Source: an optimization exercise on an open RTL-to-GDS flow (aim: small area and a short achievable clock period). Production flows keep margins and buffers that such runs may drop.
Where RTL was checked, it was by simulation tests only, not by an equivalence proof against the original.

==> inputs of run a <==
Design fpu16_top, start of the top module:
module fpu16_top(
    input         aclk,
    input  [15:0] a,
    input  [15:0] b,
    input         a_valid,
    input         b_valid,
    output [15:0] add_result,
    output        add_valid,
    output [15:0] sub_result,
    output        sub_valid,
    output [15:0] mul_result,
    output        mul_valid,
    output [7:0]  cmp_result,
    output        cmp_valid
    );
    reg v0, v1, v2, v3, v4, v5;
    always @(posedge aclk) begin
        v0 <= a_valid & b_valid;
        v1 <= v0; v2 <= v1; v3 <= v2; v4 <= v3; v5 <= v4;
    end
    reg [15:0] a0, b0;
    reg cmp_q, a_gt;
    wire ge, mag_gt;
    fpu_cmp_core u_cmp(.a(a), .b(b), .ge(ge), .mag_gt(mag_gt));
    always @(posedge aclk) begin
        a0 <= a;
        b0 <= b;
        cmp_q <= ge;
        a_gt <= mag_gt;
    end
    assign cmp_result = {7'b0, cmp_q};
    assign cmp_valid = v0;
    wire [14:0] l0 = a_gt ? a0[14:0] : b0[14:0];
    wire [14:0] s0 = a_gt ? b0[14:0] : a0[14:0];
    wire hl0 = |l0[14:10];
    wire hs0 = |s0[14:10];
    wire [4:0] d0 = {l0[14:11], l0[10] | ~hl0} - {s0[14:11], s0[10] | ~hs0};
    wire [5:0] bn0, bo0, bt0;
    booth_enc11 u_be(.y({hs0, s0[9:0]}), .neg(bn0), .one(bo0), .two(bt0));
    reg [14:0] l1, s1;
    reg ls1, es1, fs1, hl1, hs1;
    reg [5:0] bo1, bt1;
    reg [4:0] d1;
    always @(posedge aclk) begin
        l1  <= l0;
        s1  <= s0;
        ls1 <= a_gt ? a0[15] : b0[15];
        es1 <= a0[15] ^ b0[15];
        fs1 <= a_gt ? a0[15] : ~b0[15];
        hl1 <= hl0;
        hs1 <= hs0;
        bo1 <= bo0;
        bt1 <= bt0;
        d1  <= d0;
    end
    wire [4:0] le1 = {l1[14:11], l1[10] | ~hl1};
    wire [4:0] se1 = {s1[14:11], s1[10] | ~hs1};
    wire [13:0] s_ext = {hs1, s1[9:0], 3'b0};
    wire [13:0] s_shr = d1[4] ? 14'b0 : s_ext >> d1[3:0];
    wire [13:0] s_lost = d1[4] ? s_ext : s_ext & ~(14'h3fff << d1[3:0]);
    reg [14:0] l2;
    reg [13:0] sal2;
    reg ls2, es2, fs2, hl2, linf2, pani2, bz2;
    always @(posedge aclk) begin
        l2    <= l1;
        sal2  <= {s_shr[13:1], s_shr[0] | (|s_lost)};
        ls2   <= ls1;
        es2   <= es1;
        fs2   <= fs1;
        hl2   <= hl1;
  ...
==> flow/config.mk <==
export PLATFORM = sky130hd
export DESIGN_NAME = fpu16_top
export DESIGN_NICKNAME = fpu16_top
export VERILOG_FILES = /design/flow/design.v
export SDC_FILE = /design/flow/constraint.sdc
export NUM_CORES = 4
export LEC_CHECK = 0
export ABC_AREA = 1
export CAP_MARGIN = 20
export CORE_MARGIN = 2
export CORE_UTILIZATION = 60
export CTS_CLUSTER_DIAMETER = 100
export CTS_CLUSTER_SIZE = 30
export GPL_ROUTABILITY_DRIVEN = 0
export SETUP_SLACK_MARGIN = 5.0
export SLEW_MARGIN = 20
==> flow/constraint.sdc <==
create_clock -name core_clock -period 8.0 [get_ports {aclk}]
set_input_delay 1.6000 -clock core_clock [delete_from_list [all_inputs] [get_ports {aclk}]]
set_output_delay 1.6000 -clock core_clock [all_outputs]
set_load 0.01 [all_outputs]
standard.sh (not shown) runs the stock make flow with config.mk's settings and CLKGATE_MAP_FILE= SYNTH_SCRIPT=/design/flow/synth_recipe.tcl, a recipe that flattens the netlist after the stock synthesis.
==> flow/flow/run.sh <==
#!/bin/bash
# The standard layout, with buf_2 cells as the port buffers and setup repair
# aimed at a 2.72 ns period (slack margin 5.28 ns at the 8 ns clock).
set -euo pipefail
bash standard.sh SETUP_SLACK_MARGIN=5.28 "BUFFER_PORTS_ARGS=-buffer_cell sky130_fd_sc_hd__buf_2" finish > standard.log 2>&1
==> run b (differences from run a) <==
--- a/flow/design.v
+++ b/flow/design.v
@@ -1,33 +1,31 @@
 module mul11_cs(
     input  [10:0] x,
-    input  [5:0] neg,
-    input  [5:0] one,
-    input  [5:0] two,
+    input  [10:0] y,
     output [21:0] r0,
     output [21:0] r1
     );
-    wire neg0 = neg[0];
-    wire one0 = one[0];
-    wire two0 = two[0];
-    wire neg1 = neg[1];
-    wire one1 = one[1];
-    wire two1 = two[1];
-    wire neg2 = neg[2];
-    wire one2 = one[2];
-    wire two2 = two[2];
-    wire neg3 = neg[3];
-    wire one3 = one[3];
-    wire two3 = two[3];
-    wire neg4 = neg[4];
-    wire one4 = one[4];
-    wire two4 = two[4];
-    wire neg5 = neg[5];
-    wire one5 = one[5];
-    wire two5 = two[5];
+    wire neg0 = y[1];
+    wire one0 = y[0] ^ 1'b0;
+    wire two0 = (y[1] & ~y[0] & ~1'b0) | (~y[1] & y[0] & 1'b0);
+    wire neg1 = y[3];
+    wire one1 = y[2] ^ y[1];
+    wire two1 = (y[3] & ~y[2] & ~y[1]) | (~y[3] & y[2] & y[1]);
+    wire neg2 = y[5];
+    wire one2 = y[4] ^ y[3];
+    wire two2 = (y[5] & ~y[4] & ~y[3]) | (~y[5] & y[4] & y[3]);
+    wire neg3 = y[7];
+    wire one3 = y[6] ^ y[5];
+    wire two3 = (y[7] & ~y[6] & ~y[5]) | (~y[7] & y[6] & y[5]);
+    wire neg4 = y[9];
+    wire one4 = y[8] ^ y[7];
+    wire two4 = (y[9] & ~y[8] & ~y[7]) | (~y[9] & y[8] & y[7]);
+    wire neg5 = 1'b0;
+    wire one5 = y[10] ^ y[9];
+    wire two5 = (1'b0 & ~y[10] & ~y[9]) | (~1'b0 & y[10] & y[9]);
     wire pp0_0 = ((one0 & x[0]) | (two0 & 1'b0)) ^ neg0;
     wire pp0_1 = ((one0 & x[1]) | (two0 & x[0])) ^ neg0;
     wire pp0_2 = ((one0 & x[2]) | (two0 & x[1])) ^ neg0;
     wire pp0_3 = ((one0 & x[3]) | (two0 & x[2])) ^ neg0;
     wire pp0_4 = ((one0 & x[4]) | (two0 & x[3])) ^ neg0;
     wire pp0_5 = ((one0 & x[5]) | (two0 & x[4])) ^ neg0;
     wire pp0_6 = ((one0 & x[6]) | (two0 & x[5])) ^ neg0;
@@ -207,58 +205,31 @@
     wire w109 = w72 ^ pp5_10 ^ ~neg4;
     wire w110 = (w72 & pp5_10) | (w72 & ~neg4) | (pp5_10 & ~neg4);
     wire w111 = pp5_11 ^ 1'b1;
     wire w112 = pp5_11 & 1'b1;
     assign r0 = {w110, w108, w106, w104, w102, w100, w98, w96, w94, w92, w90, w88, w86, w84, w82, w80, w78, w76, w74, w73, pp0_1, pp0_0};
     assign r1 = {w111, w109, w107, w105, w103, w101, w99, w97, w95, w93, w91, w89, w87, w85, w83, w81, w79, w77, w75, neg1, 1'b0, neg0};
 endmodule
-module booth_enc11(
-    input  [10:0] y,
-    output [5:0] neg,
-    output [5:0] one,
-    output [5:0] two
-    );
-    assign neg[0] = y[1];
-    assign one[0] = y[0] ^ 1'b0;
-    assign two[0] = (y[1] & ~y[0] & ~1'b0) | (~y[1] & y[0] & 1'b0);
-    assign neg[1] = y[3];
-    assign one[1] = y[2] ^ y[1];
-    assign two[1] = (y[3] & ~y[2] & ~y[1]) | (~y[3] & y[2] & y[1]);
-    assign neg[2] = y[5];
-    assign one[2] = y[4] ^ y[3];
-    assign two[2] = (y[5] & ~y[4] & ~y[3]) | (~y[5] & y[4] & y[3]);
-    assign neg[3] = y[7];
-    assign one[3] = y[6] ^ y[5];
-    assign two[3] = (y[7] & ~y[6] & ~y[5]) | (~y[7] & y[6] & y[5]);
-    assign neg[4] = y[9];
-    assign one[4] = y[8] ^ y[7];
-    assign two[4] = (y[9] & ~y[8] & ~y[7]) | (~y[9] & y[8] & y[7]);
-    assign neg[5] = 1'b0;
-    assign one[5] = y[10] ^ y[9];
-    assign two[5] = (1'b0 & ~y[10] & ~y[9]) | (~1'b0 & y[10] & y[9]);
-endmodule
 module lzc12(
     input  [11:0] op,
     output [3:0]  cnt
     );
     assign cnt =
         op[11] ? 4'd0 : op[10] ? 4'd1 : op[9] ? 4'd2 : op[8] ? 4'd3 :
         op[7] ? 4'd4 : op[6] ? 4'd5 : op[5] ? 4'd6 : op[4] ? 4'd7 :
         op[3] ? 4'd8 : op[2] ? 4'd9 : op[1] ? 4'd10 : op[0] ? 4'd11 : 4'd12;
 endmodule
 module fpu_cmp_core(
     input  [15:0] a,
     input  [15:0] b,
-    output        ge,
-    output        mag_gt
+    output        ge
     );
     wire gt, eq;
     mag_cmp15 u_mag(.x(a[14:0]), .y(b[14:0]), .gt(gt), .eq(eq));
     assign ge = (a[15] ^ b[15]) ? ~a[15] : (a[15] ? ~gt : (gt | eq));
-    assign mag_gt = gt;
 endmodule
 module mag_cmp15(
     input  [14:0] x,
     input  [14:0] y,
     output        gt,
     output        eq
     );
@@ -302,53 +273,50 @@
     );
     reg v0, v1, v2, v3, v4, v5;
     always @(posedge aclk) begin
         v0 <= a_valid & b_valid;
         v1 <= v0; v2 <= v1; v3 <= v2; v4 <= v3; v5 <= v4;
     end
     reg [15:0] a0, b0;
-    reg cmp_q, a_gt;
-    wire ge, mag_gt;
-    fpu_cmp_core u_cmp(.a(a), .b(b), .ge(ge), .mag_gt(mag_gt));
+    reg cmp_q;
+    wire ge;
+    fpu_cmp_core u_cmp(.a(a), .b(b), .ge(ge));
     always @(posedge aclk) begin
         a0 <= a;
         b0 <= b;
         cmp_q <= ge;
-        a_gt <= mag_gt;
     end
     assign cmp_result = {7'b0, cmp_q};
     assign cmp_valid = v0;
-    wire [14:0] l0 = a_gt ? a0[14:0] : b0[14:0];
-    wire [14:0] s0 = a_gt ? b0[14:0] : a0[14:0];
-    wire hl0 = |l0[14:10];
-    wire hs0 = |s0[14:10];
-    wire [4:0] d0 = {l0[14:11], l0[10] | ~hl0} - {s0[14:11], s0[10] | ~hs0};
-    wire [5:0] bn0, bo0, bt0;
-    booth_enc11 u_be(.y({hs0, s0[9:0]}), .neg(bn0), .one(bo0), .two(bt0));
+    wire a_gt, a_eq;
+    mag_cmp15 u_agt(.x(a0[14:0]), .y(b0[14:0]), .gt(a_gt), .eq(a_eq));
+    wire h_a0 = |a0[14:10];
+    wire h_b0 = |b0[14:10];
+    wire [4:0] ea1 = {a0[14:11], a0[10] | ~h_a0};
+    wire [4:0] eb1 = {b0[14:11], b0[10] | ~h_b0};
+    wire [4:0] dab = ea1 - eb1;
+    wire [4:0] dba = eb1 - ea1;
+    wire [3:0] dab_c = (dab > 5'd14) ? 4'd14 : dab[3:0];
+    wire [3:0] dba_c = (dba > 5'd14) ? 4'd14 : dba[3:0];
     reg [14:0] l1, s1;
     reg ls1, es1, fs1, hl1, hs1;
-    reg [5:0] bo1, bt1;
-    reg [4:0] d1;
+    reg [3:0] d1;
     always @(posedge aclk) begin
-        l1  <= l0;
-        s1  <= s0;
+        l1  <= a_gt ? a0[14:0] : b0[14:0];
+        s1  <= a_gt ? b0[14:0] : a0[14:0];
         ls1 <= a_gt ? a0[15] : b0[15];
         es1 <= a0[15] ^ b0[15];
         fs1 <= a_gt ? a0[15] : ~b0[15];
-        hl1 <= hl0;
-        hs1 <= hs0;
-        bo1 <= bo0;
-        bt1 <= bt0;
-        d1  <= d0;
+        hl1 <= a_gt ? h_a0 : h_b0;
+        hs1 <= a_gt ? h_b0 : h_a0;
+        d1  <= a_gt ? dab_c : dba_c;
     end
-    wire [4:0] le1 = {l1[14:11], l1[10] | ~hl1};
-    wire [4:0] se1 = {s1[14:11], s1[10] | ~hs1};
     wire [13:0] s_ext = {hs1, s1[9:0], 3'b0};
-    wire [13:0] s_shr = d1[4] ? 14'b0 : s_ext >> d1[3:0];
-    wire [13:0] s_lost = d1[4] ? s_ext : s_ext & ~(14'h3fff << d1[3:0]);
+    wire [13:0] s_shr = s_ext >> d1;
+    wire [13:0] s_lost = s_ext & ~(14'h3fff << d1);
     reg [14:0] l2;
     reg [13:0] sal2;
     reg ls2, es2, fs2, hl2, linf2, pani2, bz2;
     always @(posedge aclk) begin
         l2    <= l1;
         sal2  <= {s_shr[13:1], s_shr[0] | (|s_lost)};
         ls2   <= ls1;
@@ -386,21 +354,15 @@
     wire [10:0] m_force = (le3 >= 5'd12) ? 11'b0 : (11'b1 << (5'd11 - le3));
     wire [10:0] m_top = ms3[13:3] | m_force;
     wire [3:0] m_sh =
         m_top[10] ? 4'd0 : m_top[9] ? 4'd1 : m_top[8] ? 4'd2 : m_top[7] ? 4'd3 :
         m_top[6] ? 4'd4 : m_top[5] ? 4'd5 : m_top[4] ? 4'd6 : m_top[3] ? 4'd7 :
         m_top[2] ? 4'd8 : m_top[1] ? 4'd9 : m_top[0] ? 4'd10 : 4'd11;
     wire [13:0] m_n = ms3 << m_sh;
-    wire [10:0] m_t = ms3[13:3];
-    wire [3:0] m_lz =
-        m_t[10] ? 4'd0 : m_t[9] ? 4'd1 : m_t[8] ? 4'd2 : m_t[7] ? 4'd3 :
-        m_t[6] ? 4'd4 : m_t[5] ? 4'd5 : m_t[4] ? 4'd6 : m_t[3] ? 4'd7 :
-        m_t[2] ? 4'd8 : m_t[1] ? 4'd9 : m_t[0] ? 4'd10 : 4'd11;
-    wire [5:0] m_ed = {1'b0, le3} - {2'b0, m_lz};
-    wire [4:0] m_e = (m_ed[5] | (m_ed == 6'd0)) ? 5'd0 : m_ed[4:0];
+    wire [4:0] m_e = m_n[13] ? le3 - {1'b0, m_sh} : 5'd0;
     wire m_inc = (m_sh == 4'd0) ? ms3[2] & (ms3[1] | ms3[0] | ms3[3]) :
                  (m_sh == 4'd1) ? ms3[1] & (ms3[0] | ms3[2]) : 1'b0;
     reg [14:0] pv4, mv4;
     reg pinc4, minc4, mz4, linf4, ls4, es4, fs4, pani4, bz4;
     always @(posedge aclk) begin
         pv4   <= {p_e, p_fr};
         pinc4 <= p_inc;
@@ -436,23 +398,22 @@
     assign add_result = add_q;
     assign add_valid = add_vq;
     assign sub_result = sub_q;
     assign sub_valid = sub_vq;
     wire [10:0] m_x = {hl1, l1[9:0]};
     wire [10:0] m_y = {hs1, s1[9:0]};
     wire [21:0] cs0, cs1;
-    wire [5:0] bn1 = {1'b0, m_y[9], m_y[7], m_y[5], m_y[3], m_y[1]};
-    mul11_cs u_mul(.x(m_x), .neg(bn1), .one(bo1), .two(bt1), .r0(cs0), .r1(cs1));
+    mul11_cs u_mul(.x(m_x), .y(m_y), .r0(cs0), .r1(cs1));
     reg [21:0] cs0_2, cs1_2;
     reg [6:0] t2;
     reg msg2, nan2, psel2, zero2;
     always @(posedge aclk) begin
         cs0_2 <= cs0;
         cs1_2 <= cs1;
-        t2    <= {2'b0, le1} + {2'b0, se1} - 7'd15;
+        t2    <= {2'b0, l1[14:11], l1[10] | ~hl1} + {2'b0, s1[14:11], s1[10] | ~hs1} - 7'd15;
         msg2  <= es1;
         nan2  <= &l1[14:10];
         psel2 <= (&s1[14:10]) & (ls1 ^ fs1);
         zero2 <= ~hs1 & ~(|s1[9:0]);
     end
     wire [21:0] q_sum = cs0_2 + cs1_2;
     wire [9:0] payload = psel2 ? sal2[12:3] : l2[9:0];
@@ -479,19 +440,15 @@
         normal4 <= normal;
         msg4    <= msg3;
         nan4    <= nan3;
         zero4   <= zero3;
     end
     wire [32:0] q_pad = {q4, 11'b0};
     wire [6:0] q_sh = 7'd11 - l4;
-    wire [32:0] q_z16 = q_sh[4] ? q_pad >> 16 : q_pad;
-    wire [32:0] q_z8  = q_sh[3] ? q_z16 >> 8 : q_z16;
-    wire [32:0] q_z4  = q_sh[2] ? q_z8 >> 4 : q_z8;
-    wire [32:0] q_z2  = q_sh[1] ? q_z4 >> 2 : q_z4;
-    wire [32:0] q_z   = q_sh[0] ? q_z2 >> 1 : q_z2;
+    wire [32:0] q_z = q_pad >> q_sh[4:0];
     wire [11:0] win = q_z[21:10];
     wire [22:0] below = ~({23{1'b1}} << q_sh[4:0]);
     wire st4 = |(q4 & below[22:1]);
     wire [6:0] e4p1 = e4 + 7'd1;
     reg [10:0] mant5;
     reg [4:0] e5;
     reg inc5, ovn5, ovc5, normal5, msg5, nan5, zero5;
==> flow/run.sh (new file) <==
#!/bin/bash
# synth_recipe.tcl (not shown) runs the flow's synth.tcl, then flattens the netlist and writes it again
# the make line also repeats each setting of config.mk as NAME=value (left out here)
make -C /OpenROAD-flow-scripts/flow DESIGN_CONFIG=/design/flow/config.mk WORK_HOME=/design/flow/orfs CLKGATE_MAP_FILE= SYNTH_SCRIPT=/design/flow/synth_recipe.tcl finish
==> flow/config.mk (replaced) <==
export PLATFORM = sky130hd
export DESIGN_NAME = fpu16_top
export DESIGN_NICKNAME = fpu16_top
export VERILOG_FILES = /design/flow/design.v
export SDC_FILE = /design/flow/constraint.sdc
export NUM_CORES = 4
export LEC_CHECK = 0
export ABC_AREA = 1
export CAP_MARGIN = 20
export CORE_MARGIN = 2
export CORE_UTILIZATION = 40
export CTS_BUF_LIST = sky130_fd_sc_hd__clkbuf_4
export SETUP_SLACK_MARGIN = 5.0
export SLEW_MARGIN = 20
removed: flow/flow/run.sh
removed: flow/standard.sh
==> run notes <==
- Run b finished with timing, DRC and antenna clean. Run a completed with no timing, DRC or antenna violations.
- Between run a and run b, the lower flip-flop and latch count is in run b (gap 13).
- Between run b and run a, the lower via count is in run a (gap about 3.2%, measured against run a).
- Non-clock buffer count: run a is higher than run b (27).
- Worst setup slack: run a is higher than run b (0.22 ns).
Function not checked in run a: the RTL went through the layout flow alone.

port drivers added, routing unchanged:
The flow's constraints put no driver on any port. The routed layouts listed below were extracted and timed again, unchanged, in two steps. Step 1, drivers: a clkbuf_16 drives aclk and a buf_2 each remaining input, both assumed. Step 2 also shifts input and output timing later by t, the mid clock arrival at the registers, as if the neighbouring blocks saw the same clock. Slacks: ideal / step 1 / step 2; pairs: ideal / step 1.
run	t (ns)	setup slack, ns	worst setup path at the end	slew at the worst register clock pin (ns)	worst data-port slew with drivers (ns)
run a	0.561	5.256 / 5.256 / 4.930	input to register	0.11 / 0.11	0.03
run b	0.865	5.041 / 5.041 / 4.481	input to register	0.08 / 0.08	0.04
After both steps setup and hold are still met in every run listed. For run b, which loses most, drivers alone change the setup slack by 0.000 ns; drivers and shift together by -0.560 ns.
